Background: an optimization exercise with open tools, aiming at small area. Do not read the settings as production practice. The RTL was checked by simulation tests, not by an equivalence proof against the original design. The clock cells of runs 1 to 5, 7 and 8 come from the design's own scripts or RTL, not from TritonCTS. No driver is modelled on the clock port, so clock power and skew are understated where the tree is cut down; a real chip needs a root buffer or a tree. No activity file was given, so power comes from the tool's default toggle rates.

==> flow/design.v <==
module counter_1000(clk,rst,statechange,a_last);
input clk,rst;
output reg [1:0] statechange;
output a_last;
localparam [3:0] PA = 4'ha;
localparam [6:0] PB = 7'h2a;
reg [3:0] qa;
reg [6:0] qb;
wire [3:0] a = qa ^ PA;
wire [6:0] b = qb ^ PB;
assign a_last = a[0] & a[1] & a[3];                     
wire b_last = b[1] & b[2] & b[3] & b[5] & ~b[6];        
always @(posedge clk)
begin
    qa <= ((rst | a_last) ? 4'd0 : {a[2:0], ~(a[3] ^ a[0])}) ^ PA;
    qb <= ((rst | b_last) ? 7'd0 : {b[5:0], ~(b[6] ^ b[0])}) ^ PB;
    if (rst)
        statechange <= 2'd0;
    else if (a_last & b_last)
        statechange <= statechange + 1'b1;
end
endmodule
module TrigSignal(clk_1m,rst,a_last,trig);
input clk_1m,rst,a_last;
output reg trig;
localparam [13:0] P = 14'h2aaa;
reg [13:0] q;
reg z;
wire [13:0] c = q ^ P;
wire c_last = (c & 14'h3bbd) == 14'h0a88;
always @(posedge clk_1m)
begin
    q    <= ((rst | c_last) ? 14'd0 : {c[12:0], ~(c[13] ^ c[11] ^ c[3] ^ c[0])}) ^ P;
    z    <= rst | (a_last & c_last);
    trig <= ~rst & (z | (trig & ~(c[1] & c[12])));
end
endmodule
module PosCounter(clk_1m,rst,echo,dis_count);
input clk_1m,rst,echo;
output reg [15:0] dis_count;
reg [3:0] c16;
reg w;
reg [3:0] d1, d2, d3, d4, hk;
wire idle = d1[3] & d1[1];
wire e0 = ~w & hk[3] & hk[1] & d4[2] & d3[3] & d2[2] & d2[0] & (&d1[2:0]) & c16[3];
wire e1 = w & hk[3] & hk[0] & d4[0] & (&d3[2:0]) & d2[2] & d2[0] & c16[0];
wire frc = rst | ~echo;       
wire zc  = frc | idle;        
wire zd  = zc | e0 | e1;      
wire [31:0] ctab = 32'h21088420;
wire cy1 = ctab[{w, c16}];
wire cy2 = cy1 & d1[3] & d1[0];
wire cy3 = cy2 & d2[3] & d2[0];
wire cy4 = cy3 & d3[3] & d3[0];
wire cy5 = cy4 & d4[3] & d4[0];
function [3:0] binc;
    input [3:0] d;
    input ci;
    begin
        binc[0] = d[0] ^ ci;
        binc[1] = d[1] ^ (ci & d[0] & ~d[3]);
        binc[2] = d[2] ^ (ci & d[0] & d[1]);
        binc[3] = (d[3] & ~(ci & d[0])) | (ci & d[0] & d[1] & d[2]);
    end
endfunction
wire [3:0] n1 = binc(d1, cy1);
wire [3:0] n2 = binc(d2, cy2);
wire [3:0] n3 = binc(d3, cy3);
wire [3:0] n4 = binc(d4, cy4);
wire [3:0] nh = hk + cy5;
wire [3:0] nc = c16 + 1'b1;
always @(posedge clk_1m)
begin
    c16 <= zc ? 4'd0 : nc;
    w   <= ~zc & (e0 | (w & ~e1));
    d1  <= {frc | (~zd & n1[3]), ~zd & n1[2], frc | (~zd & n1[1]), ~zd & n1[0]};
    d2  <= zd ? 4'd0 : n2;
    d3  <= zd ? 4'd0 : n3;
    d4  <= zd ? 4'd0 : n4;
    hk  <= zd ? 4'd0 : nh;
end
always @(posedge clk_1m)
begin
    if (rst)
        dis_count <= 16'd0;
    else if (~echo & ~idle)
        dis_count <= {d4, d3, d2, d1};
end
endmodule  
module Showdigit(in,LED_activating_counter,out1,out2);
input [15:0] in;
input [1:0] LED_activating_counter;
output [6:0] out1;
output reg [3:0] out2;
reg [3:0] outnumber;
always @(*)
begin
    case(LED_activating_counter)
    2'b00: begin out2 = 4'b0111; outnumber = in[15:12]; end
    2'b01: begin out2 = 4'b1011; outnumber = in[11:8]; end
    2'b10: begin out2 = 4'b1101; outnumber = in[7:4]; end
    default: begin out2 = 4'b1110; outnumber = in[3:0]; end
    endcase
end
wire A = outnumber[3], B = outnumber[2], C = outnumber[1], D = outnumber[0];
wire sa = A | C | (B & D) | (~B & ~D);
wire sb = ~B | (~C & ~D) | (C & D);
wire sc = B | ~C | D;
wire sd = A | (~B & ~D) | (~B & C) | (C & ~D) | (B & ~C & D);
wire se = (~B & ~D) | (C & ~D);
wire sf = A | (~C & ~D) | (B & ~C) | (B & ~D);
wire sg = A | (~B & C) | (B & ~C) | (C & ~D);
assign out1 = ~{sa, sb, sc, sd, se, sf, sg};    
endmodule  
module Top(clk, rst, Trig, Echo, distance, sel);
input clk, rst, Echo;
output Trig;
output [6:0] distance;
output [3:0] sel;
wire [15:0] dis;
wire [1:0] state;
wire a_last;
counter_1000 u3(.clk(clk), .rst(rst), .statechange(state), .a_last(a_last));
TrigSignal u1(.clk_1m(clk), .rst(rst), .a_last(a_last), .trig(Trig));
PosCounter u2(.clk_1m(clk), .rst(rst), .echo(Echo), .dis_count(dis));
Showdigit u4(.in(dis),.LED_activating_counter(state),.out1(distance[6:0]),.out2(sel[3:0]));
endmodule  
==> flow/flow/run.sh <==
#!/bin/bash
# Own layout flow: the standard synthesis, then an area re-mapping of the
# gates between its registers (registers untouched), then the standard ORFS
# steps with small port buffers and a two-level clock tree of small buffers.
set -euo pipefail
W=$PWD
F=$W/flow
R=$W/orfs/results/$FLOW_PLATFORM/Top/base
YOSYS=$FLOW_HOME/../tools/install/yosys/bin/yosys
[[ -x $YOSYS ]] || YOSYS=yosys
export LIBFILE=$FLOW_HOME/platforms/$FLOW_PLATFORM/lib/sky130_fd_sc_hd__tt_025C_1v80.lib

# 1. standard synthesis (the standard flow's own script)
bash standard.sh "$R/1_2_yosys.v" > $W/synth_standard.log 2>&1
cp "$R/1_2_yosys.v" $W/standard_1_2_yosys.v

# 2. area re-mapping of the combinational logic
export IN_V=$W/standard_1_2_yosys.v OUT_V=$W/remapped.v ABC_SCRIPT=$F/area.abc
export ABC_DONT_USE="-dont_use sky130_fd_sc_hd__probe_p_8 -dont_use sky130_fd_sc_hd__probec_p_8 -dont_use sky130_fd_sc_hd__lpflow_*"
$YOSYS -c $F/remap.tcl > $W/remap_yosys.log 2>&1
cp $W/remapped.v "$R/1_2_yosys.v"

# 3. the rest of the standard flow
source $F/clock.cfg
bash standard.sh "BUFFER_PORTS_ARGS=-buffer_cell sky130_fd_sc_hd__buf_1" "PRE_CTS_TCL=$F/pre_cts.tcl" finish > $W/layout.log 2>&1
==> flow/flow/area.abc <==
strash
&get -n
&deepsyn -T 60
&put
balance -l
resub -K 6 -l
rewrite -l
resub -K 6 -N 2 -l
refactor -l
resub -K 8 -l
balance -l
resub -K 8 -N 2 -l
rewrite -l
resub -K 10 -l
rewrite -z -l
resub -K 10 -N 2 -l
balance -l
resub -K 12 -l
refactor -z -l
resub -K 12 -N 2 -l
rewrite -z -l
balance -l
dch -f
amap
==> flow/flow/clock.cfg <==
# clock tree: root buffer, leaf buffer, number of leaf buffers
export CLOCK_ROOT_BUF=sky130_fd_sc_hd__clkbuf_4
export CLOCK_LEAF_BUF=sky130_fd_sc_hd__clkbuf_4
export CLOCK_LEAVES=8
==> flow/flow/pre_cts.tcl <==
# Clock distribution for this small design, in place of TritonCTS: a root
# clock buffer at the centre of the registers drives a few leaf clock
# buffers, each placed at the centre of a group of nearby registers (k-means
# on register positions, at most cap registers per group) and driving that group's clock pins. Every register
# is two buffers from the clock port.
set block [ord::get_db_block]
set db [ord::get_db]
set root_master [$db findMaster $::env(CLOCK_ROOT_BUF)]
set leaf_master [$db findMaster $::env(CLOCK_LEAF_BUF)]
set nleaf $::env(CLOCK_LEAVES)
set clknet [$block findNet clk]

set sinks {}
foreach it [$clknet getITerms] {
  set loc [[$it getInst] getLocation]
  lappend sinks [list $it [lindex $loc 0] [lindex $loc 1]]
}
set n [llength $sinks]

# k-means, seeded with sinks spread along x
set sorted [lsort -real -index 1 $sinks]
set cent {}
for {set k 0} {$k < $nleaf} {incr k} {
  set s [lindex $sorted [expr {int(($k + 0.5) * $n / $nleaf)}]]
  lappend cent [list [lindex $s 1] [lindex $s 2]]
}
# capacitated k-means: each leaf drives at most cap registers
set cap [expr {($n + $nleaf - 1) / $nleaf + 1}]
for {set iter 0} {$iter < 30} {incr iter} {
  set pairs {}
  set i 0
  foreach s $sinks {
    for {set k 0} {$k < $nleaf} {incr k} {
      set c [lindex $cent $k]
      lappend pairs [list [expr {abs([lindex $s 1] - [lindex $c 0]) + abs([lindex $s 2] - [lindex $c 1])}] $i $k]
    }
    incr i
  }
  set pairs [lsort -real -index 0 $pairs]
  set owner [lrepeat $n -1]
  set fill [lrepeat $nleaf 0]
  foreach p $pairs {
    lassign $p d i k
    if {[lindex $owner $i] >= 0 || [lindex $fill $k] >= $cap} continue
    lset owner $i $k
    lset fill $k [expr {[lindex $fill $k] + 1}]
  }
  set groups {}
  for {set k 0} {$k < $nleaf} {incr k} { lappend groups {} }
  for {set i 0} {$i < $n} {incr i} {
    set k [lindex $owner $i]
    lset groups $k [concat [lindex $groups $k] [list [lindex $sinks $i]]]
  }
  set newcent {}
  for {set k 0} {$k < $nleaf} {incr k} {
    set g [lindex $groups $k]
    if {[llength $g] == 0} { lappend newcent [lindex $cent $k]; continue }
    set sx 0; set sy 0
    foreach s $g { set sx [expr {$sx + [lindex $s 1]}]; set sy [expr {$sy + [lindex $s 2]}] }
    lappend newcent [list [expr {$sx / [llength $g]}] [expr {$sy / [llength $g]}]]
  }
  set cent $newcent
}

proc place_new {block master name x y} {
  set inst [odb::dbInst_create $block $master $name]
  $inst setLocation [expr {int($x)}] [expr {int($y)}]
  $inst setPlacementStatus PLACED
  return $inst
}

# root buffer at the centre of the leaf buffers
set sx 0; set sy 0; set nl 0
for {set k 0} {$k < $nleaf} {incr k} {
  if {[llength [lindex $groups $k]] == 0} continue
  set c [lindex $cent $k]
  set sx [expr {$sx + [lindex $c 0]}]; set sy [expr {$sy + [lindex $c 1]}]; incr nl
}
set root [place_new $block $root_master clkbuf_root [expr {$sx / $nl}] [expr {$sy / $nl}]]
set rootnet [odb::dbNet_create $block clk_root]
$rootnet setSigType CLOCK
[$root findITerm A] connect $clknet
[$root findITerm X] connect $rootnet

for {set k 0} {$k < $nleaf} {incr k} {
  set g [lindex $groups $k]
  if {[llength $g] == 0} continue
  set c [lindex $cent $k]
  set leaf [place_new $block $leaf_master clkbuf_leaf_$k [lindex $c 0] [lindex $c 1]]
  set net [odb::dbNet_create $block clk_leaf_$k]
  $net setSigType CLOCK
  [$leaf findITerm A] connect $rootnet
  [$leaf findITerm X] connect $net
  foreach s $g {
    set it [lindex $s 0]
    $it disconnect
    $it connect $net
  }
  puts "clock leaf $k: [llength $g] registers"
}
global_connect
$clknet setSigType CLOCK

# the tree is complete: clock_tree_synthesis has nothing left to do
rename clock_tree_synthesis ""
proc clock_tree_synthesis {args} {
  puts "clock_tree_synthesis skipped: clock buffers already inserted"
}
==> flow/flow/remap.tcl <==
# Re-map the combinational logic of the standard synthesis netlist for area.
# Every flip-flop instance of the standard synthesis is kept as it is (same
# name, same cell); only the gates between them are re-synthesised by ABC.
yosys read_liberty -ignore_miss_func $::env(LIBFILE)
yosys blackbox sky130_fd_sc_hd__dfxtp_1
yosys read_verilog $::env(IN_V)
yosys hierarchy -top $::env(FLOW_TOP)
yosys flatten
yosys opt -purge
yosys abc -script $::env(ABC_SCRIPT) -liberty $::env(LIBFILE) {*}$::env(ABC_DONT_USE)
yosys opt_clean -purge
yosys hilomap -singleton -hicell sky130_fd_sc_hd__conb_1 HI -locell sky130_fd_sc_hd__conb_1 LO
yosys insbuf -buf sky130_fd_sc_hd__buf_1 A X
yosys opt_clean -purge
yosys write_verilog -noattr -nohex -nodec -selected $::env(OUT_V)
==> flow/standard.sh <==
#!/bin/bash
# synth_recipe.tcl (not shown) runs the flow's synth.tcl, then flattens the netlist and writes it again
# the make line also repeats each setting of config.mk as NAME=value (left out here)
make -C /OpenROAD-flow-scripts/flow DESIGN_CONFIG=/design/flow/config.mk WORK_HOME=/design/flow/orfs CLKGATE_MAP_FILE= SYNTH_SCRIPT=/design/flow/synth_recipe.tcl "${@:-finish}"
==> flow/config.mk <==
export PLATFORM = sky130hd
export DESIGN_NAME = Top
export DESIGN_NICKNAME = Top
export VERILOG_FILES = /design/flow/design.v
export SDC_FILE = /design/flow/constraint.sdc
export NUM_CORES = 4
export LEC_CHECK = 0
export CAP_MARGIN = 20
export CORE_MARGIN = 2
export CORE_UTILIZATION = 40
export PLACE_DENSITY = 0.6
export SLEW_MARGIN = 20
==> flow/constraint.sdc <==
create_clock -name core_clock -period 1000.0 [get_ports {clk}]
set_input_delay 200.0000 -clock core_clock [delete_from_list [all_inputs] [get_ports {clk}]]
set_output_delay 200.0000 -clock core_clock [all_outputs]
set_load 0.01 [all_outputs]
==> impl_results.md, run 1 <==
* Post-route clock period utilization at between 20% and 30%
* Hold path start: u1.q[6]
* Clock power share at 29.0%
* Vias per inst at roughly 5.0
* FF-to-FF path depth at 16
* Fin nets at 317
* Clock Skews at 0.0228 ns
* Register share of total power at between 60% and 70%
* Port bufs at 14
* Wire per inst at 12.3 um
* Worst slew pin tran at roughly 0.95 ns
* Mapped Avg Cell Area at 8.61 sq um
* Dpl hpwl at about 3500 um
* Hold Fails Final Rpt at 0
* Netlist Area Pre-Place at ~0.0025 sq mm
* First-pass GRT wire length at between 7000 and 8000 um
* PwrDens at about 1.6 mW/mm^2
* Setup Fix Bufs, Post-CTS at 0
* Critical path type: register to primary output
* Hold Crit Depth at 1
* PostCTS Resize Cnt at 0
* Status: no timing/DRC/antenna violations
* Boundary pin count at 15
* P_leak at ~0.00090 uW
* Comb pwr share at between 3 and 4%
* Max Slew Vio Count at 0
* DR pass1 iterations at 4
* Syn-to-layout area delta at 8.93%
* Syn Nets at ~290
* Worst IR Drop VDD at roughly 0.00085 mV
* Post-Place Setup Slack at about 800 ns
* Fin worst setup slack at 797.56 ns
* Reg2reg start: u2.c16[0]
* Worst-path clk slew at 0.10 ns
* Period minus WS final at 202.44 ns
* Die Area at roughly 0.0068 sq mm
* RSZ-0062 raised after global routing: false
* GRT Total Usage at 13.9%
* Rows at 28
* Grt ovf at 0
* Clk Latency, worst-skew pair at about 0.42 ns
* WHS Endpoint: u1.q[7]
* Non-Filler Instances at 387
* Initial core utilization at a little over two fifths
* Reg2reg end: u2.hk[3]
* Placed insts at ~380
* Max Fanout on Critical Path at 5
* Synthesis warning total at 4
* Worst slew margin at between 30% and 40%
* Core Area at a little under 0.006 sq mm
* Vias in the first global route at 1691
* R2R setup slack at 996.95 ns
* CP Data Arrival Time at 2.44 ns
* Vias at approximately 2000
* Sw Pwr at approximately 0.94 uW
* Internal cell power at ~3.3 uW
* Fmax at 0.00494 GHz
* Layout cells sized above 1 at 3.21%
* Drt first-iter violations at 84
* Synth Instances at roughly 290
* Switching Fraction at 22.3%
* DR DRC count at 0
* Die Height at 82.7 um
* Max cap viols at 0
* Antenna violations before repair at 0
* Die W at between 80 and 90 um
* ANT cells at 0
* Worst Setup End Kind: primary output
* Core Util, Final at a little under half
* CP Data Required Time at about 800 ns
* GPL Wtd Cong at approximately 0.76
* Antenna Violating Nets Remaining at 0
* CP Launch Type: register
* CTS Hold Bufs at 0
* Commonest non-fill, non-tap cells in the layout: 70 x dfxtp_1, 55 x nor2_1, 36 x clkinv_1
* Commonest non-fill, non-tap cell in the layout: dfxtp_1
* HP Class: register to register
* WL final at 4770 um
* Pin count of the biggest net entering global routing at 18
* Setup TNS at 0 ns
* Final setup fails at 0
-- through the flow --
step	total power (uW)	cell area, sq um	hold slack, ns
final	4.23	2700	0.371
after global routing	4.44	2700	0.393
after CTS	3.98	2700	0.351
after detailed placement	3.07	2630	0.351
after global placement	3.07	2630	0.345
after floorplan	3.02	2480	0.343
-- power by group through the flow --
| stage | Sequential (uW) | Clock [uW] | Combinational, uW |
|---|---|---|---|
| 2_1_floorplan | 2.92 | 0 | 0.102 |
| 3_3_place_gp | 2.92 | 0 | 0.143 |
| 3_5_place_dp | 2.92 | 0 | 0.146 |
| 4_1_cts | 2.92 | 0.910 | 0.147 |
| 5_1_grt | 2.86 | 1.41 | 0.168 |
| 6_report | 2.86 | 1.23 | 0.144 |
-- layout make-up --
type / count / area, sq um
Fill cell: 609 / 3250
Sequential cell: 70 / 1400
Multi-Input combinational cell: 182 / 943
Inverter: 36 / 135
Tap cell: 75 / 93.8
Buffer: 9 / 67.6
Timing Repair Buffer: 15 / 60.1
-- per-layer routing --
metal  track usage [%]  wire, um  share of wire, %
met2              22.7      2030                42
met1              19.4      2470                52
met4              3.28        85               1.8
met3              1.96       190               4.0
met5                 0         0                 0
-- worst max-delay path by stage --
stage | from | end | slack (ns)
finish | u3.statechange[0] | distance[6] | 797.56
global route | u3.statechange[0] | distance[6] | 797.28
CTS | rst | u2.d3[2] | 797.64
detailed placement | rst | u2.d3[2] | 797.62
global placement | rst | u2.d1[1] | 797.66
floorplan | u3.statechange[1] | distance[6] | 798.10
-- state kept, by name (all words and copies together), names as in the netlist --
| register | cells |
|---|---|
| u2.d4 | 4 |
| u2.w | 1 |
| u1.trig | 1 |
| u2.c16 | 4 |
| u2.d2 | 4 |
| u2.d1 | 4 |
| u1.q | 14 |
| u1.z | 1 |
| u2.dis_count | 16 |
| u3.qb | 7 |
| u2.hk | 4 |
| u3.qa | 4 |
| u2.d3 | 4 |
| u3.statechange | 2 |
-- critical path, stage by stage (launching register included) --
cell	delay [ns]
dfxtp_1	0.39
clkinv_1	0.17
nand2_1	0.18
o22ai_1	0.10
a31oi_1	0.13
o21ai_0	0.17
a21boi_0	0.34
nor2b_1	0.20
nor3_1	0.08
nor2b_1	0.13
buf_1	0.13
==> run 2: changes to the inputs <==
==> flow/flow/clock.cfg (replaced) <==
# clock tree: root buffer, leaf buffer, number of leaf buffers
export CLOCK_ROOT_BUF=sky130_fd_sc_hd__clkbuf_4
export CLOCK_LEAF_BUF=sky130_fd_sc_hd__clkbuf_4
export CLOCK_LEAVES=7
--- a/flow/flow/pre_cts.tcl
+++ b/flow/flow/pre_cts.tcl
@@ -1,8 +1,9 @@
 # Clock distribution for this small design, in place of TritonCTS: a root
 # clock buffer at the centre of the registers drives a few leaf clock
-# buffers, each placed at the centre of a group of nearby registers (k-means
-# on register positions, at most cap registers per group) and driving that group's clock pins. Every register
-# is two buffers from the clock port.
+# buffers. Each leaf buffer sits at the centre of a group of nearby
+# registers (k-means on register positions, at most cap registers per group)
+# and drives that group's clock pins. Every register is two buffers from the
+# clock port.
 set block [ord::get_db_block]
 set db [ord::get_db]
 set root_master [$db findMaster $::env(CLOCK_ROOT_BUF)]
--- a/flow/config.mk
+++ b/flow/config.mk
@@ -7,6 +7,6 @@
 export LEC_CHECK = 0
 export CAP_MARGIN = 20
 export CORE_MARGIN = 2
-export CORE_UTILIZATION = 40
-export PLACE_DENSITY = 0.6
+export CORE_UTILIZATION = 70
+export PLACE_DENSITY = 0.85
 export SLEW_MARGIN = 20
==> run 2 against run 1 <==
  * Largest power group unchanged
  * Fmax hardly changed
  * Setup slack better by 0.022 ns
  * Final cell count is 7.8% lower
  * Critical endpoint unchanged
==> impl_results.md, run 2 <==
* CTS Hold Bufs at 0
* Non-Filler Instances at approximately 360
* Critical path type: register to primary output
* P_leak at ~0.00089 uW
* Period minus WS final at around 200 ns
* Hold Crit Depth at 1
* GRT Total Usage at between 20% and 30%
* Slowest CP cell: dfxtp_1
* Die Height at around 64 um
* Max reg flops at 16
* Register Area at ~0.0014 sq mm
* First-pass GRT wire length at ~8600 um
* Top reg by flops: u2.dis_count
* Vias in the first global route at 1941
* CP peak stage delay at 0.39 ns
* R2R setup slack at 996.93 ns
* Status: no timing/DRC/antenna violations
* Wl on met1 at between 2000 and 2500 um
* Placed insts at 349
* Die W at ~64 um
* PostCTS Resize Cnt at 0
* Initial core utilization at about 74%
* Fin nets at roughly 320
* CP Data Arrival Time at 2.42 ns
* Worst-path clk slew at roughly 0.10 ns
* Wire per inst at approximately 13 um
* Die Area at 0.00403 sq mm
* CP Launch Type: register
* Clk Latency, worst-skew pair at between 0.3 and 0.4 ns
* WL final at roughly 4700 um
* Area of placed instances at ~0.0026 sq mm
* Cell mode on critical path: nor2b_1
* Max cap viols at 0
* Fillers at 254
* Port bufs at 14
* Synthesis warning total at 4
* Reg2reg end: u2.hk[3]
* GPL Wtd Cong at around 0.84
* Highest Signal Layer: met4
* Commonest non-fill, non-tap cells in the layout: 70 x dfxtp_1, 55 x nor2_1, 36 x clkinv_1
* DR DRC count at 0
* Antenna violations before repair at 0
* Min Hold Slack at around 0.37 ns
* Antenna Violating Nets Remaining at 0
* Worst slew pin tran at between 0.8 and 0.9 ns
* Setup Fix Bufs, Post-CTS at 0
* Rows at 21
* Syn-to-layout area delta at 7.16%
* FF-to-FF path depth at 16
* Worst slew margin at between 40% and 50%
* Syn Nets at 291
* PwrDens at around 1.6 mW/mm^2
* CP Data Required Time at roughly 800 ns
* Routed length on met2 at between 2000 and 2500 um
* Fmax at roughly 0.0049 GHz
* Vias per inst at approximately 5.7
* Crit-path cells: clkinv_1 -> nand2_1 -> o22ai_1 -> a31oi_1 -> o21ai_0 -> a21boi_0 -> nor2b_1 -> nor3_1 -> nor2b_1 -> buf_1
* Met3 WL at 203 um
* Netlist Area Pre-Place at between 0.002 and 0.0025 sq mm
* Largest registers: u2.dis_count (16), u1.q (14), u3.qb (7)
* Power consumption at just over 4 uW
* Post-route clock period utilization at a little over 20%
* Max Slew Vio Count at 0
* WHS Endpoint: u3.qb[5]
* Reg2reg start: u2.c16[0]
* Core Area at between 0.003 and 0.004 sq mm
* Grt ovf at 0
* Dpl hpwl at roughly 3500 um
* Vias at 2028
* DR pass1 iterations at 4
* Worst Setup End Kind: primary output
* Multi-input gate area at about 940 sq um
* ANT cells at 0
* Max Fanout on Critical Path at 5
* Final setup fails at 0
* Design Area, Final at 0.00266 sq mm
* Hold Fails Final Rpt at 0
* Layout cells sized above 1 at under 10%
* Hold path start: u3.qb[4]
* Mapped Avg Cell Area at roughly 8.6 sq um
* RSZ-0062 raised after global routing: false
* Clock Skews at 0.0248 ns
* Commonest non-fill, non-tap cell in the layout: dfxtp_1
* Setup TNS at 0 ns
* HP Class: register to register
* Synth Instances at between 200 and 300
* Worst IR Drop VDD at roughly 0.0015 mV
* Drt first-iter violations at around 130
* Boundary pin count at 15
* Pin count of the biggest net entering global routing at 18
-- run 2: cell count changes in the layout (fill, tap and decap cells not counted) --
cell,delta
clkbuf_4,-1
-- run 2: stage by stage --
step,setup slack [ns],util [%]
3_3_place_gp,797.82,77.2
5_1_grt,797.33,79.0
6_report,797.58,79.0
3_5_place_dp,797.81,77.2
4_1_cts,797.81,79.0
2_1_floorplan,798.10,-
-- run 2: routing by layer --
metal	vias up	GRT usage, %
li1	1052	-
met1	927	35.6
met2	39	43.2
met3	10	2.68
met4	0	4.35
met5	-	0
-- run 2: how the worst max path moves through the flow --
| stage | depth (start not counted) | slack, ns | start | end |
|---|---|---|---|---|
| 5_1_grt | 10 | 797.33 | u3.statechange[0] | distance[6] |
| 6_report | 10 | 797.58 | u3.statechange[0] | distance[6] |
| 3_5_place_dp | 5 | 797.81 | rst | u2.dis_count[11] |
| 2_1_floorplan | 8 | 798.10 | u3.statechange[1] | distance[6] |
| 3_3_place_gp | 7 | 797.82 | rst | u2.d1[1] |
| 4_1_cts | 5 | 797.81 | rst | u2.dis_count[11] |
-- run 2: cell type report --
cell class              count  share of cell area (%)
plain buffers               8                    2.26
multi-input cells         182                    35.5
well taps                  46                    2.17
repair buffers             15                    2.26
inverters                  36                    5.08
flip-flops and latches     70                    52.7
-- run 2: report_power, final --
| group | switching, uW | internal, uW | total, uW |
|---|---|---|---|
| sequential | 0.0280 | 2.83 | 2.86 |
| clock | 0.765 | 0.373 | 1.14 |
| combinational | 0.103 | 0.0418 | 0.145 |
-- run 2: worst max-delay path: cells and delay by family, from the launching register on --
family,cells,cell delay [ns]
AOI/OAI and AO/OA,4,0.74
buffers and inverters,2,0.28
DFF,1,0.39
and+or+nand+nor,4,0.61
==> run 3: changes to the inputs <==
==> flow/flow/clock.cfg (replaced) <==
# clock tree: root buffer, leaf buffer, number of leaf buffers
export CLOCK_ROOT_BUF=sky130_fd_sc_hd__clkbuf_2
export CLOCK_LEAF_BUF=sky130_fd_sc_hd__clkbuf_4
export CLOCK_LEAVES=6
==> run 3 against run 2 <==
  * Hold slack improved by 0.00052 ns
  * Fmax about the same
  * Core utilization decreased by 0.30 points
  * Combinational power about the same
  * Critical endpoint unchanged
  * Largest power group unchanged
  * Total power decreased by 1.8%
  * Via count decreased by 0.35%
  * Die area unchanged
  * Area after synthesis unchanged
  * Still clean on timing, DRC and antenna
  * Critical path type unchanged
  * First-iteration DRC count decreased by 0.80%
==> impl_results.md, run 3 <==
* Hold Fails Final Rpt at 0
* Worst IR Drop VDD at 0.00134 mV
* Vias in the first global route at 1932
* Layout cells sized above 1 at under 10%
* Largest registers: u2.dis_count (16), u1.q (14), u3.qb (7)
* Setup TNS at 0 ns
* DR DRC count at 0
* Highest Signal Layer: met4
* Post-Place Setup Slack at about 800 ns
* Max Slew Vio Count at 0
* DR pass1 iterations at 4
* P_leak at 0.000886 uW
* PostCTS Resize Cnt at 0
* Fin nets at ~320
* Design Area, Final at ~0.0026 sq mm
* Top reg by flops: u2.dis_count
* Worst slew pin tran at approximately 0.87 ns
* Routed length on met2 at roughly 2100 um
* CTS Hold Bufs at 0
* Die Height at 63.5 um
* Clk Latency, worst-skew pair at roughly 0.43 ns
* Initial core utilization at between 70 and 80%
* Fin worst setup slack at roughly 800 ns
* PwrDens at approximately 1.5 mW/mm^2
* CP Data Arrival Time at approximately 2.5 ns
* Netlist Area Pre-Place at between 0.002 and 0.0025 sq mm
* Vias per inst at 5.68
* Dpl hpwl at 3540 um
* Min Hold Slack at 0.370 ns
* Commonest non-fill, non-tap cell in the layout: dfxtp_1
* Syn-to-layout area delta at 6.76%
* Met3 WL at ~170 um
* Antenna Violating Nets Remaining at 0
* GRT Total Usage at about a quarter
* Drt first-iter violations at around 120
* Worst Setup End Kind: primary output
* Max Fanout on Critical Path at 5
* Max cap viols at 0
* Die W at around 64 um
* Critical path type: register to primary output
* Clock Skews at 0.0292 ns
* Worst slew margin at roughly two fifths
* Fmax at 0.00494 GHz
* Commonest non-fill, non-tap cells in the layout: 70 x dfxtp_1, 55 x nor2_1, 36 x clkinv_1
* Status: no timing/DRC/antenna violations
* Wire per inst at approximately 13 um
* Post-route clock period utilization at 20.2%
* Worst-path clk slew at ~0.12 ns
* HP Class: register to register
* CP Launch Type: register
* Boundary pin count at 15
* Synth Instances at 288
* Synthesis warning total at 4
* Antenna violations before repair at 0
* Rows at 21
* Mapped Avg Cell Area at 8.61 sq um
* ANT cells at 0
* Wl on met1 at about 2200 um
* Pin count of the biggest net entering global routing at 18
* Port bufs at 14
* WL final at between 4000 and 5000 um
* Setup Fix Bufs, Post-CTS at 0
* Final setup fails at 0
* Power consumption at 4.07 uW
* RSZ-0062 raised after global routing: false
* First-pass GRT wire length at roughly 8500 um
* GPL Wtd Cong at between 0.8 and 0.9
* Core Area at approximately 0.0034 sq mm
* Max reg flops at 16
* Vias at 2021
* CP Data Required Time at ~800 ns
* Fillers at around 250
* Period minus WS final at slightly above 200 ns
* Grt ovf at 0
* Syn Nets at 291
* Area of placed instances at ~0.0026 sq mm
* Die Area at a little over 0.004 sq mm
[run 3: routing by layer]
layer	up-vias	global-route usage, %
met5	-	0
met4	0	4.89
met3	9	1.96
met2	37	42.6
met1	921	35.7
li1	1054	-
[run 3: power by group]
group	switching (uW)	internal, uW
sequential	0.0280	2.83
clock	0.757	0.305
combinational	0.103	0.0418
[run 3: cell type report]
class | instances | area [sq um] | area share (%)
Sequential cell | 70 | 1400 | 52.9
Multi-Input combinational cell | 182 | 943 | 35.6
Inverter | 36 | 135 | 5.10
Timing Repair Buffer | 15 | 60.1 | 2.27
Tap cell | 46 | 57.6 | 2.17
Buffer | 7 | 50.0 | 1.89
[run 3: critical path, cell delays in order (launching register included)]
cell	delay, ns
dfxtp_1	0.40
clkinv_1	0.16
nand2_1	0.20
o22ai_1	0.11
a31oi_1	0.14
o21ai_0	0.17
a21boi_0	0.32
nor2b_1	0.20
nor3_1	0.07
nor2b_1	0.13
buf_1	0.13
[run 3: worst paths after layout]
kind,from,slack [ns],end,cells after the start
setup / recovery,u3.statechange[0],797.54,distance[6],10
hold / removal,u3.qb[4],0.37,u3.qb[5],1
setup reg to reg,u2.c16[0],996.92,u2.hk[3],16
hold reg to reg,u3.qb[4],0.37,u3.qb[5],1
[run 3: stage by stage]
stage          utilization [%]  instances
2_1_floorplan                -        288
3_3_place_gp              77.2        349
3_5_place_dp              77.2        349
4_1_cts                   78.7        356
5_1_grt                   78.7        356
6_report                  78.7        356
==> run 4: changes to the inputs <==
==> flow/flow/clock.cfg (replaced) <==
# clock tree: root buffer, leaf buffer, number of leaf buffers
export CLOCK_ROOT_BUF=sky130_fd_sc_hd__clkbuf_2
export CLOCK_LEAF_BUF=sky130_fd_sc_hd__clkbuf_4
export CLOCK_LEAVES=7
--- a/flow/config.mk
+++ b/flow/config.mk
@@ -5,8 +5,9 @@
 export SDC_FILE = /design/flow/constraint.sdc
 export NUM_CORES = 4
 export LEC_CHECK = 0
-export CAP_MARGIN = 20
+export CAP_MARGIN = 0
 export CORE_MARGIN = 2
 export CORE_UTILIZATION = 70
+export GPL_TIMING_DRIVEN = 0
 export PLACE_DENSITY = 0.85
-export SLEW_MARGIN = 20
+export SLEW_MARGIN = 0
==> run 4 against run 3 <==
  * Cell area did not move
  * Via count fell by 0.40%
  * Clock power rose by 5%
  * Critical path type unchanged
  * Largest cell class unchanged
  * Highest routed layer unchanged
==> impl_results.md, run 4 <==
* Dpl hpwl at around 3400 um
* P_leak at just under 0.0009 uW
* Clock Skews at 0.0167 ns
* Syn-to-layout area delta at 6.76%
* Antenna violations before repair at 0
* Setup TNS at 0 ns
* Layout cells sized above 1 at ~2.6%
* PostCTS Resize Cnt at 0
* Max Slew Vio Count at 0
* Grt ovf at 0
* Rows at 21
* Initial core utilization at between 70 and 80%
* Netlist Area Pre-Place at 0.00248 sq mm
* Boundary pin count at 15
* Slowest CP cell: dfxtp_1
* Worst Setup End Kind: primary output
* Max reg flops at 16
* Fmax at 0.00494 GHz
* Min Hold Slack at approximately 0.37 ns
* CP Data Required Time at around 800 ns
* Vias in the first global route at 1893
* Post-route clock period utilization at roughly a fifth
* M1 GR Usage at 31.7%
* Clk Latency, worst-skew pair at about 0.45 ns
* Pin count of the biggest net entering global routing at 18
* GRT met3 Usage at under 10%
* Worst slew margin at between 20% and 30%
* CTS Hold Bufs at 0
* Vias per inst at 5.65
* Die Area at 0.00403 sq mm
* Commonest non-fill, non-tap cells in the layout: 70 x dfxtp_1, 55 x nor2_1, 36 x clkinv_1
* CP Launch Type: register
* Crit-path cells: clkinv_1 -> nand2_1 -> o22ai_1 -> a31oi_1 -> o21ai_0 -> a21boi_0 -> nor2b_1 -> nor3_1 -> nor2b_1 -> buf_1
* DR DRC count at 0
* Cell mode on critical path: nor2b_1
* Largest registers: u2.dis_count (16), u1.q (14), u3.qb (7)
* DR pass1 iterations at 4
* Synthesis warning total at 4
* Setup Fix Bufs, Post-CTS at 0
* Antenna Violating Nets Remaining at 0
* First-pass GRT wire length at 7970 um
* Drt first-iter violations at 96
* GRT Total Usage at 23.9%
* Worst slew pin tran at approximately 1.1 ns
* Fin nets at 315
* Final setup fails at 0
* Busiest grt layer: met2
* Routing usage on met2 at between 40% and 50%
* Period minus WS final at around 200 ns
* Die Height at around 64 um
* GPL Wtd Cong at about 0.84
* Critical path type: register to primary output
* Post-Place Setup Slack at roughly 800 ns
* Fin worst setup slack at 797.54 ns
* Status: no timing/DRC/antenna violations
* Commonest non-fill, non-tap cell in the layout: dfxtp_1
* CP peak stage delay at roughly 0.45 ns
* Vias at roughly 2000
* Die W at 63.5 um
* ANT cells at 0
* Power consumption at approximately 4 uW
* CP Data Arrival Time at ~2.5 ns
* Wire per inst at 13.0 um
* HP Class: register to register
* Top reg by flops: u2.dis_count
* WL final at approximately 4600 um
* Worst-path clk slew at 0.11 ns
* Worst IR Drop VDD at between 0.001 and 0.0015 mV
* Synth Instances at 288
* Mapped Avg Cell Area at 8.61 sq um
* Max cap viols at 0
* Hold Fails Final Rpt at 0
* Port bufs at 14
* Core Area at ~0.0034 sq mm
* Max Fanout on Critical Path at 7
* Core Util, Final at between 70% and 80%
* PwrDens at between 1.5 and 2 mW/mm^2
* RSZ-0062 raised after global routing: false
* Syn Nets at 291
## run 4: cell count changes in the layout (fill, tap and decap cells not counted), sizes merged
cell / change
clkbuf: +1
buf: -1
## run 4: final timing paths
path | from | cells after the start | to | slack (ns)
worst max-delay path | u3.statechange[1] | 10 | distance[6] | 797.54
worst min-delay path | u3.qb[4] | 1 | u3.qb[5] | 0.37
worst min register to register | u3.qb[4] | 1 | u3.qb[5] | 0.37
worst max register to register | u2.c16[0] | 16 | u2.hk[3] | 996.97
## run 4: cell type report
type,count,area [sq um]
tap,46,57.6
fill,269,716
multi-input combinational,182,943
buffer,8,57.6
timing repair buffer,14,52.6
sequential,70,1400
inverter,36,135
## run 4: worst max-delay path: cells and delay by family (launching register included)
| family | cells | cell delay [ns] |
|---|---|---|
| DFF | 1 | 0.45 |
| buffers and inverters | 2 | 0.24 |
| and+or+nand+nor | 4 | 0.60 |
| AOI/OAI and AO/OA | 4 | 0.73 |
## run 4: layer usage
metal | vias to the layer above | share of wire [%]
li1 | 1046 | -
met1 | 919 | 48
met2 | 37 | 46
met3 | 11 | 4.5
met4 | 0 | 1.5
met5 | - | 0
## run 4: metrics by stage
step	instance area [sq um]	std cells
after floorplan	2480	288
after global placement	2590	348
after detailed placement	2590	348
after CTS	2650	356
after global routing	2650	356
final	2650	356
## run 4: power by group
part	total, uW	switching, uW	internal (uW)
Clock	1.11	0.766	0.348
Sequential	2.86	0.0287	2.83
Combinational	0.143	0.103	0.0394
==> run 5: changes to the inputs <==
==> flow/flow/clock.cfg (replaced) <==
# clock tree: root buffer, leaf buffer, number of leaf buffers
export CLOCK_ROOT_BUF=sky130_fd_sc_hd__clkbuf_4
export CLOCK_LEAF_BUF=sky130_fd_sc_hd__clkbuf_4
export CLOCK_LEAVES=8
==> flow/config.mk (replaced) <==
export PLATFORM = sky130hd
export DESIGN_NAME = Top
export DESIGN_NICKNAME = Top
export VERILOG_FILES = /design/flow/design.v
export SDC_FILE = /design/flow/constraint.sdc
export NUM_CORES = 4
export LEC_CHECK = 0
export CAP_MARGIN = 20
export CORE_MARGIN = 2
export CORE_UTILIZATION = 40
export PLACE_DENSITY = 0.6
export SLEW_MARGIN = 20
==> run 5 against run 4 <==
  * Still clean on timing, DRC and antenna
  * Register-to-register slack worse by 0.02 ns
  * Combinational power about the same
  * First-iteration DRC count down 13%
  * Clock power is 11% higher
  * Setup slack better by 0.022 ns
  * Clock skew is 0.0061 ns higher
  * Sequential share of layout area decreased by 1.1 points
  * Critical path depth did not move
  * Sequential power about the same
  * Critical path type unchanged
  * Critical endpoint unchanged
  * Highest routed layer unchanged
==> impl_results.md, run 5 <==
* Port bufs at 14
* Worst-path clk slew at 0.10 ns
* Fillers at around 610
* Period minus WS final at 202.44 ns
* Critical path type: register to primary output
* Crit-path cells: clkinv_1 -> nand2_1 -> o22ai_1 -> a31oi_1 -> o21ai_0 -> a21boi_0 -> nor2b_1 -> nor3_1 -> nor2b_1 -> buf_1
* Routed length on met2 at around 2000 um
* Non-Filler Instances at roughly 390
* Delay-heaviest family, CP: compound AO/OA/AOI/OAI gates
* Layout cells sized above 1 at 3.21%
* P_leak at around 0.0009 uW
* Worst slew pin tran at about 0.95 ns
* Wl on met1 at 2470 um
* Largest registers: u2.dis_count (16), u1.q (14), u3.qb (7)
* Commonest non-fill, non-tap cells in the layout: 70 x dfxtp_1, 55 x nor2_1, 36 x clkinv_1
* DR pass1 iterations at 4
* Worst Setup End Kind: primary output
* Syn Nets at a little under 300
* Syn-to-layout area delta at 8.93%
* Worst slew margin at ~36%
* HP Class: register to register
* Post-route clock period utilization at 20.2%
* Hold Crit Depth at 1
* Top reg by flops: u2.dis_count
* Clock Skews at ~0.023 ns
* WHS Endpoint: u1.q[7]
* CP Data Arrival Time at around 2.4 ns
* RSZ-0062 raised after global routing: false
* Hold path start: u1.q[6]
* Max reg flops at 16
* DR DRC count at 0
* Setup TNS at 0 ns
* Status: no timing/DRC/antenna violations
* CP peak stage delay at between 0.3 and 0.4 ns
* Vias per inst at 5.05
* Reg2reg start: u2.c16[0]
* Worst IR Drop VDD at ~0.00085 mV
* Die Area at ~0.0068 sq mm
* FF-to-FF path depth at 16
* Hold Fails Final Rpt at 0
* Max cap viols at 0
* Rows at 28
* R2R setup slack at approximately 1000 ns
* Min Hold Slack at about 0.37 ns
* GPL Wtd Cong at 0.763
* Cell mode on critical path: nor2b_1
* Max Fanout on Critical Path at 5
* Fmax at ~0.0049 GHz
* PwrDens at about 1.6 mW/mm^2
* CP Launch Type: register
* Fin nets at about 320
* Die W at between 80 and 90 um
* Highest Signal Layer: met4
* Drt first-iter violations at 84
* GRT Total Usage at approximately 14%
* CP bufs+invs at 2
* Clk Latency, worst-skew pair at between 0.4 and 0.5 ns
* Max Slew Vio Count at 0
* Mapped Avg Cell Area at approximately 8.6 sq um
* Reg2reg end: u2.hk[3]
* Final setup fails at 0
* Netlist Area Pre-Place at ~0.0025 sq mm
* Core Area at a little under 0.006 sq mm
* Antenna violations before repair at 0
* First-pass GRT wire length at 7710 um
* Pin count of the biggest net entering global routing at 18
* Synthesis warning total at 4
* Met3 WL at approximately 190 um
* Antenna Violating Nets Remaining at 0
* Setup Fix Bufs, Post-CTS at 0
* PostCTS Resize Cnt at 0
* Vias in the first global route at approximately 1700
* Slowest CP cell: dfxtp_1
* CTS Hold Bufs at 0
* Synth Instances at 288
* Placed insts at approximately 380
* ANT cells at 0
* CP Data Required Time at around 800 ns
* Vias at slightly below 2000
* Initial core utilization at a little over two fifths
* Wire per inst at roughly 12 um
* Dpl hpwl at 3520 um
* Die Height at a little over 80 um
* Grt ovf at 0
* Commonest non-fill, non-tap cell in the layout: dfxtp_1
* Boundary pin count at 15
* WL final at 4770 um
run 5: changes by cell type in the layout (fill, tap and decap cells not counted), sizes merged:
cell	change
clkbuf	+1
buf	+1
run 5: area by class of cell:
| class | instances | area (sq um) | area share (%) |
|---|---|---|---|
| plain buffers | 9 | 67.6 | 2.50 |
| flip-flops and latches | 70 | 1400 | 51.9 |
| well taps | 75 | 93.8 | 3.47 |
| multi-input cells | 182 | 943 | 34.9 |
| repair buffers | 15 | 60.1 | 2.22 |
| inverters | 36 | 135 | 5.00 |
run 5: where the power goes:
| part | internal, uW | switching [uW] | leakage (uW) |
|---|---|---|---|
| Clock | 0.417 | 0.811 | 0.0000414 |
| Sequential | 2.83 | 0.0283 | 0.000568 |
| Combinational | 0.0418 | 0.102 | 0.000286 |
run 5: worst max-delay path by stage:
stage	from	endpoint	depth (start not counted)
after floorplan	u3.statechange[1]	distance[6]	8
after global placement	rst	u2.d1[1]	7
after detailed placement	rst	u2.d3[2]	7
after CTS	rst	u2.d3[2]	7
after global routing	u3.statechange[0]	distance[6]	9
final	u3.statechange[0]	distance[6]	10
run 5: per-layer routing:
metal  vias up  track usage [%]
li1       1049                -
met4         0             3.28
met2        28             22.7
met5         -                0
met1       870             19.4
met3         7             1.96
run 5: metrics by stage:
stage | setup slack, ns | utilization (%) | total power (uW) | cell area, sq um
after floorplan | 798.10 | - | 3.02 | 2480
after global placement | 797.66 | 44.2 | 3.07 | 2630
after detailed placement | 797.62 | 44.2 | 3.07 | 2630
after CTS | 797.64 | 45.4 | 3.98 | 2700
after global routing | 797.28 | 45.4 | 4.44 | 2700
final | 797.56 | 45.4 | 4.23 | 2700
run 5: worst register-to-register path, cell delays in order, from the launching register on:
cell and delay, ns:
dfxtp_1 0.41, clkinv_1 0.15, a21oi_1 0.20, clkinv_1 0.08
o32ai_1 0.40, nand2_1 0.15, nor2_1 0.15, nand2_1 0.13
nor2_1 0.16, nand2_1 0.11, nor2_1 0.15, nand2_1 0.11
clkinv_1 0.09, and3_1 0.21, and3_1 0.22, nor2_1 0.05
a211oi_1 0.19
==> run 6: changes to the inputs <==
--- a/flow/design.v
+++ b/flow/design.v
@@ -42,12 +42,12 @@
 reg w;
 reg [3:0] d1, d2, d3, d4, hk;
 wire idle = d1[3] & d1[1];
-wire e0 = ~w & hk[3] & hk[1] & d4[2] & d3[3] & d2[2] & d2[0] & (&d1[2:0]) & c16[3];
-wire e1 = w & hk[3] & hk[0] & d4[0] & (&d3[2:0]) & d2[2] & d2[0] & c16[0];
+wire e0 = ~w & hk[3] & hk[1] & hk[0] & d4[2] & d3[3] & d2[2] & d2[0] & (&d1[2:0]) & ~c16[2];
+wire e1 = w & hk[3] & hk[2] & d4[0] & (&d3[2:0]) & d2[2] & d2[0] & ~c16[2];
 wire frc = rst | ~echo;       
 wire zc  = frc | idle;        
 wire zd  = zc | e0 | e1;      
-wire [31:0] ctab = 32'h21088420;
+wire [31:0] ctab = 32'h44100908;
 wire cy1 = ctab[{w, c16}];
 wire cy2 = cy1 & d1[3] & d1[0];
 wire cy3 = cy2 & d2[3] & d2[0];
@@ -67,8 +67,8 @@
 wire [3:0] n2 = binc(d2, cy2);
 wire [3:0] n3 = binc(d3, cy3);
 wire [3:0] n4 = binc(d4, cy4);
-wire [3:0] nh = hk + cy5;
-wire [3:0] nc = c16 + 1'b1;
+wire [3:0] nh = cy5 ? {hk[2:0], ~(hk[3] ^ hk[0])} : hk;
+wire [3:0] nc = {c16[2:0], c16[3] ^ c16[2] ^ ~(|c16[2:0])};
 always @(posedge clk_1m)
 begin
     c16 <= zc ? 4'd0 : nc;
==> flow/flow/clock.cfg (replaced) <==
# clock tree: root buffer, leaf buffer, number of leaf buffers
export CLOCK_ROOT_BUF=sky130_fd_sc_hd__clkbuf_2
export CLOCK_LEAF_BUF=sky130_fd_sc_hd__clkbuf_4
export CLOCK_LEAVES=6
==> flow/config.mk (replaced) <==
export PLATFORM = sky130hd
export DESIGN_NAME = Top
export DESIGN_NICKNAME = Top
export VERILOG_FILES = /design/flow/design.v
export SDC_FILE = /design/flow/constraint.sdc
export NUM_CORES = 4
export LEC_CHECK = 0
export CAP_MARGIN = 0
export CORE_MARGIN = 2
export CORE_UTILIZATION = 85
export GPL_TIMING_DRIVEN = 0
export PLACE_DENSITY = 0.92
export SLEW_MARGIN = 0
==> run 6 against run 5 <==
  * The run now fails in 3_3_place_gp
  * Synthesized cell count up 0.69%
  * Area after synthesis decreased by 0.96%
==> impl_results.md, run 6 <==
* Status: did not finish
* Last stage: 3_3_place_gp
* Err: [ERROR GPL-0301] Utilization 101.435 % exceeds 100%.
* Netlist Area Pre-Place at ~0.0025 sq mm
* Boundary pin count at 15
* Port bufs at 14
* Synthesis warning total at 4
* Synth Instances at between 200 and 300
* Initial core utilization at 89.1%
* Die W at about 58 um
* Rows at 19
* Mapped Avg Cell Area at around 8.5 sq um
* Syn Nets at roughly 300
* Die Height at just under 60 um
==> run 7: changes to the inputs <==
==> flow/flow/clock.cfg (replaced) <==
# clock tree: root buffer, leaf buffer, number of leaf buffers
export CLOCK_ROOT_BUF=sky130_fd_sc_hd__clkbuf_2
export CLOCK_LEAF_BUF=sky130_fd_sc_hd__clkbuf_4
export CLOCK_LEAVES=7
--- a/flow/config.mk
+++ b/flow/config.mk
@@ -7,7 +7,7 @@
 export LEC_CHECK = 0
 export CAP_MARGIN = 0
 export CORE_MARGIN = 2
-export CORE_UTILIZATION = 85
+export CORE_UTILIZATION = 70
 export GPL_TIMING_DRIVEN = 0
-export PLACE_DENSITY = 0.92
+export PLACE_DENSITY = 0.85
 export SLEW_MARGIN = 0
==> run 7 against run 6 <==
  * The run now finishes clean
  * Area after synthesis is the same
  * Synthesized cell count is the same
==> impl_results.md, run 7 <==
* Status: no timing/DRC/antenna violations
* CP Launch Type: register
* Worst slew margin at between 20% and 30%
* GPL Wtd Cong at roughly 0.85
* Antenna Violating Nets Remaining at 0
* Critical path type: register to primary output
* GRT met3 Usage at around 2.7%
* ANT cells at 0
* Post-route clock period utilization at between 20 and 25%
* DR pass1 iterations at 6
* Fin nets at between 300 and 400
* Worst Setup End Kind: primary output
* First-pass GRT wire length at 7860 um
* Vias in the first global route at between 1500 and 2000
* Max cap viols at 0
* CP peak stage delay at around 0.35 ns
* P_leak at between 0.0008 and 0.0009 uW
* Top reg by flops: u2.dis_count
* FF-to-FF path depth at 13
* Max Fanout on Critical Path at 5
* Slowest CP cell: dfxtp_1
* Comb pwr share at under 10%
* WL final at between 4000 and 5000 um
* Clock power share at about 27%
* HP Class: register to register
* Switching Fraction at a little over a fifth
* Register Area at 0.00140 sq mm
* Core Area at 0.00336 sq mm
* Initial core utilization at 73.0%
* Worst IR Drop VDD at 0.00135 mV
* Die Area at approximately 0.0040 sq mm
* CP bufs+invs at 2
* CP Depth at 10
* Clock Skews at about 0.013 ns
* Multi-input gate area at slightly above 900 sq um
* Commonest non-fill, non-tap cells in the layout: 70 x dfxtp_1, 47 x nor2_1, 39 x clkinv_1
* Setup Fix Bufs, Post-CTS at 0
* Synth Instances at between 200 and 300
* Dpl hpwl at approximately 3400 um
* Placed insts at between 300 and 400
* PwrDens at ~1.6 mW/mm^2
* Worst slew pin tran at 1.15 ns
* PostCTS Resize Cnt at 0
* Min Hold Slack at 0.373 ns
* GRT Total Usage at about a quarter
* Crit-path cells: clkinv_1 -> nand2_1 -> o22ai_1 -> a31oi_1 -> o21ai_0 -> a21boi_0 -> nor2b_1 -> nor3_1 -> nor2b_1 -> buf_1
* Internal cell power at 3.22 uW
* Busiest grt layer: met2
* Max Slew Vio Count at 0
* Routing usage on met2 at roughly two fifths
* Power consumption at slightly above 4 uW
* Core Util, Final at between 70% and 80%
* Die Height at 63.2 um
* Rows at 21
* Vias at around 2000
* Period minus WS final at about 200 ns
* Worst-path clk slew at ~0.09 ns
* Max reg flops at 16
* Grt ovf at 0
* Die W at approximately 63 um
* Synthesis warning total at 4
* Clk Latency, worst-skew pair at around 0.45 ns
* R2R setup slack at about 1000 ns
* Antenna violations before repair at 0
* CP Data Arrival Time at roughly 2.5 ns
* Critical path endpoint: distance[6]
* Non-Filler Instances at about 360
* Port bufs at 14
* Mapped Avg Cell Area at 8.47 sq um
* Largest registers: u2.dis_count (16), u1.q (14), u3.qb (7)
* Delay-heaviest family, CP: compound AO/OA/AOI/OAI gates
* Hold Fails Final Rpt at 0
* Sw Pwr at 0.893 uW
* Reg2reg start: u2.c16[1]
* M1 GR Usage at about a third
* Syn Nets at ~290
* Fmax at 0.00494 GHz
* Final setup fails at 0
* CP Data Required Time at about 800 ns
* Register share of total power at 69.5%
* RSZ-0062 raised after global routing: false
* Crit path launch: u3.statechange[0]
* Commonest non-fill, non-tap cell in the layout: dfxtp_1
* Drt first-iter violations at just over 100
* Pin count of the biggest net entering global routing at 14
* Cell mode on critical path: nor2b_1
* Reg2reg end: u2.hk[1]
* Netlist Area Pre-Place at roughly 0.0025 sq mm
* Boundary pin count at 15
* Wire per inst at 12.7 um
* DR DRC count at 0
* Setup TNS at 0 ns
* Fillers at 255
* Syn-to-layout area delta at 6.83%
* CTS Hold Bufs at 0
* Layout cells sized above 1 at 2.56%
* Vias per inst at 5.57
[run 7: power groups by stage]
stage	sequential [uW]	combinational (uW)	clock (uW)
floorplan	2.92	0.101	0
global placement	2.92	0.138	0
detailed placement	2.92	0.143	0
CTS	2.92	0.143	0.838
global route	2.86	0.166	1.24
finish	2.86	0.142	1.11
[run 7: metal layers]
metal  vias up  wire (um)
li1       1046          -
met1       887       2170
met2        51       2100
met3        10        204
met5         -          0
met4         0         73
[run 7: worst register-to-register path, cell delays in order, from the launching register on]
cell and delay, ns:
dfxtp_1 0.36, clkinv_1 0.11, a2111oi_0 0.42, a31oi_1 0.10, nor2_1 0.14, clkinv_1 0.15
nor2_1 0.15, nand2_1 0.14, nor3_1 0.44, clkinv_1 0.19, nor3_1 0.38, clkinv_1 0.21
o21ai_0 0.36, o22ai_1 0.12
[run 7: how the worst min path moves through the flow]
| stage | depth (start not counted) | slack (ns) | startpoint | end |
|---|---|---|---|---|
| 4_1_cts | 1 | 0.35 | u1.q[10] | u1.q[11] |
| 6_report | 1 | 0.37 | u3.qb[4] | u3.qb[5] |
| 2_1_floorplan | 1 | 0.34 | u1.q[10] | u1.q[11] |
| 3_5_place_dp | 1 | 0.35 | u1.q[10] | u1.q[11] |
| 3_3_place_gp | 1 | 0.34 | u3.qb[4] | u3.qb[5] |
| 5_1_grt | 1 | 0.38 | u1.q[6] | u1.q[7] |
[run 7: cell type report]
type                    instances  share of cell area (%)
plain buffers                   8                    2.19
repair buffers                 14                    2.00
flip-flops and latches         70                    53.4
well taps                      46                    2.19
multi-input cells             181                    34.6
inverters                      39                    5.58
[run 7: stage by stage]
stage	setup WS [ns]	instance area [sq um]
3_3_place_gp	797.57	2570
2_1_floorplan	798.13	2460
4_1_cts	797.58	2620
5_1_grt	797.22	2620
6_report	797.48	2620
3_5_place_dp	797.61	2570
==> run 8: changes to the inputs <==
--- a/flow/flow/run.sh
+++ b/flow/flow/run.sh
@@ -14,11 +14,26 @@
 bash standard.sh "$R/1_2_yosys.v" > $W/synth_standard.log 2>&1
 cp "$R/1_2_yosys.v" $W/standard_1_2_yosys.v
 
-# 2. area re-mapping of the combinational logic
-export IN_V=$W/standard_1_2_yosys.v OUT_V=$W/remapped.v ABC_SCRIPT=$F/area.abc
+# 2. area re-mapping of the combinational logic: ABC runs with a few random
+#    seeds in parallel; the smallest netlist is kept
+export IN_V=$W/standard_1_2_yosys.v
 export ABC_DONT_USE="-dont_use sky130_fd_sc_hd__probe_p_8 -dont_use sky130_fd_sc_hd__probec_p_8 -dont_use sky130_fd_sc_hd__lpflow_*"
-$YOSYS -c $F/remap.tcl > $W/remap_yosys.log 2>&1
-cp $W/remapped.v "$R/1_2_yosys.v"
+SEEDS="0 1 2 3"
+for s in $SEEDS; do
+  sed "s/^&deepsyn.*/\&deepsyn -T 45 -S $s/" $F/area.abc > $W/area_$s.abc
+  OUT_V=$W/remapped_$s.v ABC_SCRIPT=$W/area_$s.abc $YOSYS -c $F/remap.tcl > $W/remap_yosys_$s.log 2>&1 &
+done
+wait
+best=""; best_area=""
+for s in $SEEDS; do
+  a=$($YOSYS -p "read_liberty -lib $LIBFILE; read_verilog $W/remapped_$s.v; hierarchy -top $FLOW_TOP; stat -liberty $LIBFILE" 2>&1 | tee $W/remap_stat_$s.log | awk "/Chip area for module/ {print \$NF}" || true)
+  echo "seed $s: area $a" >> $W/remap_choice.log
+  if [[ -n "$a" ]] && { [[ -z "$best" ]] || awk -v x="$a" -v y="$best_area" 'BEGIN{exit !(x < y)}'; }; then
+    best=$s; best_area=$a
+  fi
+done
+echo "kept seed $best ($best_area)" >> $W/remap_choice.log
+cp $W/remapped_$best.v "$R/1_2_yosys.v"
 
 # 3. the rest of the standard flow
 source $F/clock.cfg
==> run 8 against run 7 <==
  * Total power unchanged
  * Wire length unchanged
  * Sequential power barely moved
  * Sequential share of layout area did not move
  * Clock power is essentially flat
  * Critical endpoint unchanged
  * Largest cell class unchanged
  * Cell area unchanged
  * Combinational power hardly changed
  * Highest routed layer unchanged
  * Clock skew did not move
  * Global-route usage unchanged
  * Still clean
  * Fmax did not move
  * Synthesized cell count is the same
==> impl_results.md, run 8 <==
* CTS Hold Bufs at 0
* Synth Instances at just under 300
* Commonest non-fill, non-tap cells in the layout: 70 x dfxtp_1, 47 x nor2_1, 39 x clkinv_1
* Fin worst setup slack at ~800 ns
* PwrDens at around 1.6 mW/mm^2
* Vias in the first global route at between 1500 and 2000
* Worst-path clk slew at about 0.09 ns
* Dpl hpwl at approximately 3400 um
* Vias per inst at about 5.6
* Initial core utilization at 73.0%
* Synthesis warning total at 4
* Hold Fails Final Rpt at 0
* Post-route clock period utilization at 20.3%
* WHS Endpoint: u3.qb[5]
* Worst Setup End Kind: primary output
* WL final at about 4600 um
* RSZ-0062 raised after global routing: false
* Worst slew pin tran at approximately 1.1 ns
* Syn Nets at approximately 290
* Wire per inst at between 10 and 15 um
* CP Data Arrival Time at between 2 and 3 ns
* Boundary pin count at 15
* Critical path type: register to primary output
* Hold path start: u3.qb[4]
* Fmax at between 0.004 and 0.005 GHz
* Period minus WS final at slightly above 200 ns
* Setup TNS at 0 ns
* Worst IR Drop VDD at roughly 0.0014 mV
* Syn-to-layout area delta at 6.83%
* Max cap viols at 0
* Fin nets at roughly 320
* DR pass1 iterations at 6
* Worst slew margin at 22.9%
* PostCTS Resize Cnt at 0
* Clock Skews at 0.0132 ns
* Max reg flops at 16
* Hold Crit Depth at 1
* Drt first-iter violations at just over 100
* Final setup fails at 0
* CP Launch Type: register
* Max Fanout on Critical Path at 5
* Die Height at roughly 63 um
* ANT cells at 0
* Largest registers: u2.dis_count (16), u1.q (14), u3.qb (7)
* Status: no timing/DRC/antenna violations
* Min Hold Slack at approximately 0.37 ns
* Antenna violations before repair at 0
* Clk Latency, worst-skew pair at 0.45 ns
* P_leak at around 0.0009 uW
* First-pass GRT wire length at 7860 um
* FF-to-FF path depth at 13
* GPL Wtd Cong at roughly 0.85
* Die Area at 0.00400 sq mm
* Core Area at around 0.0034 sq mm
* Max Slew Vio Count at 0
* Port bufs at 14
* Reg2reg end: u2.hk[1]
* Setup Fix Bufs, Post-CTS at 0
* Commonest non-fill, non-tap cell in the layout: dfxtp_1
* Grt ovf at 0
* Top reg by flops: u2.dis_count
* Pin count of the biggest net entering global routing at 14
* Layout cells sized above 1 at 2.56%
* DR DRC count at 0
* CP Data Required Time at ~800 ns
* Post-Place Setup Slack at 797.61 ns
* GRT Total Usage at 23.4%
* HP Class: register to register
* Die W at 63.2 um
* Netlist Area Pre-Place at 0.00246 sq mm
* Antenna Violating Nets Remaining at 0
* Rows at 21
* R2R setup slack at ~1000 ns
* Reg2reg start: u2.c16[1]
* Vias at approximately 2000
* Mapped Avg Cell Area at between 8 and 9 sq um
[run 8: where the power goes]
part	internal, uW	switching, uW
registers	2.83	0.0273
clock network	0.348	0.764
logic	0.0405	0.102
total	3.22	0.893
[run 8: metrics by stage]
step	util (%)	cells	power, uW	instance area (sq um)
CTS	78.0	358	3.90	2620
floorplan	-	290	3.02	2460
global route	78.0	358	4.27	2620
global placement	76.3	350	3.06	2570
finish	78.0	358	4.11	2620
detailed placement	76.3	350	3.06	2570
[run 8: area by class of cell]
type                       count  area (sq um)
multi-input combinational    181           908
sequential                    70          1400
tap                           46          57.6
timing repair buffer          14          52.6
inverter                      39           146
fill                         255           739
buffer                         8          57.6
[run 8: metal layers]
layer,share of wire [%],track usage (%)
met5,0,0
met4,1.6,3.53
met3,4.5,2.68
met2,46,40.8
met1,48,32.2
[run 8: critical path, cell delays in order, from the launching register on]
cell and delay, ns:
dfxtp_1 0.35, clkinv_1 0.15, nand2_1 0.21, o22ai_1 0.14
a31oi_1 0.14, o21ai_0 0.18, a21boi_0 0.35, nor2b_1 0.23
nor3_1 0.08, nor2b_1 0.13, buf_1 0.13
[run 8: worst max-delay path by stage]
stage | from | to | slack, ns | cells after the start
after floorplan | u3.statechange[0] | distance[6] | 798.13 | 9
after global routing | u3.statechange[0] | distance[6] | 797.22 | 10
after detailed placement | rst | u2.dis_count[13] | 797.61 | 5
final | u3.statechange[0] | distance[6] | 797.48 | 10
after CTS | rst | u2.hk[0] | 797.58 | 7
after global placement | rst | u2.hk[0] | 797.57 | 7

re-timing with driven ports:
No port has a modelled driver above. Below, the same layouts with a new extraction and two added sets of constraints. Step 1, drivers: a clkbuf_16 drives clk and a buf_2 each remaining input, both assumed. Step 2 times the ports against the registers' clock, not the clock port: input delays grow and output delays shrink by t, the midpoint of the rising clock arrivals with the driver on. Slacks: ideal / step 1 / step 2; pairs: ideal / step 1.
| run | shift t [ns] | setup slack, ns | slew at the worst register clock pin (ns) |
|---|---|---|---|
| run 1 | 0.435 | 797.562 / 797.535 / 797.681 | 0.10 / 0.10 |
| run 2 | 0.398 | 797.584 / 797.562 / 797.779 | 0.11 / 0.11 |
| run 3 | 0.438 | 797.538 / 797.515 / 797.809 | 0.12 / 0.12 |
| run 4 | 0.463 | 797.540 / 797.521 / 797.642 | 0.11 / 0.11 |
| run 5 | 0.435 | 797.562 / 797.535 / 797.681 | 0.10 / 0.10 |
| run 7 | 0.467 | 797.475 / 797.452 / 797.550 | 0.11 / 0.11 |
| run 8 | 0.467 | 797.475 / 797.452 / 797.550 | 0.11 / 0.11 |
After both steps setup and hold are still met in every run listed.
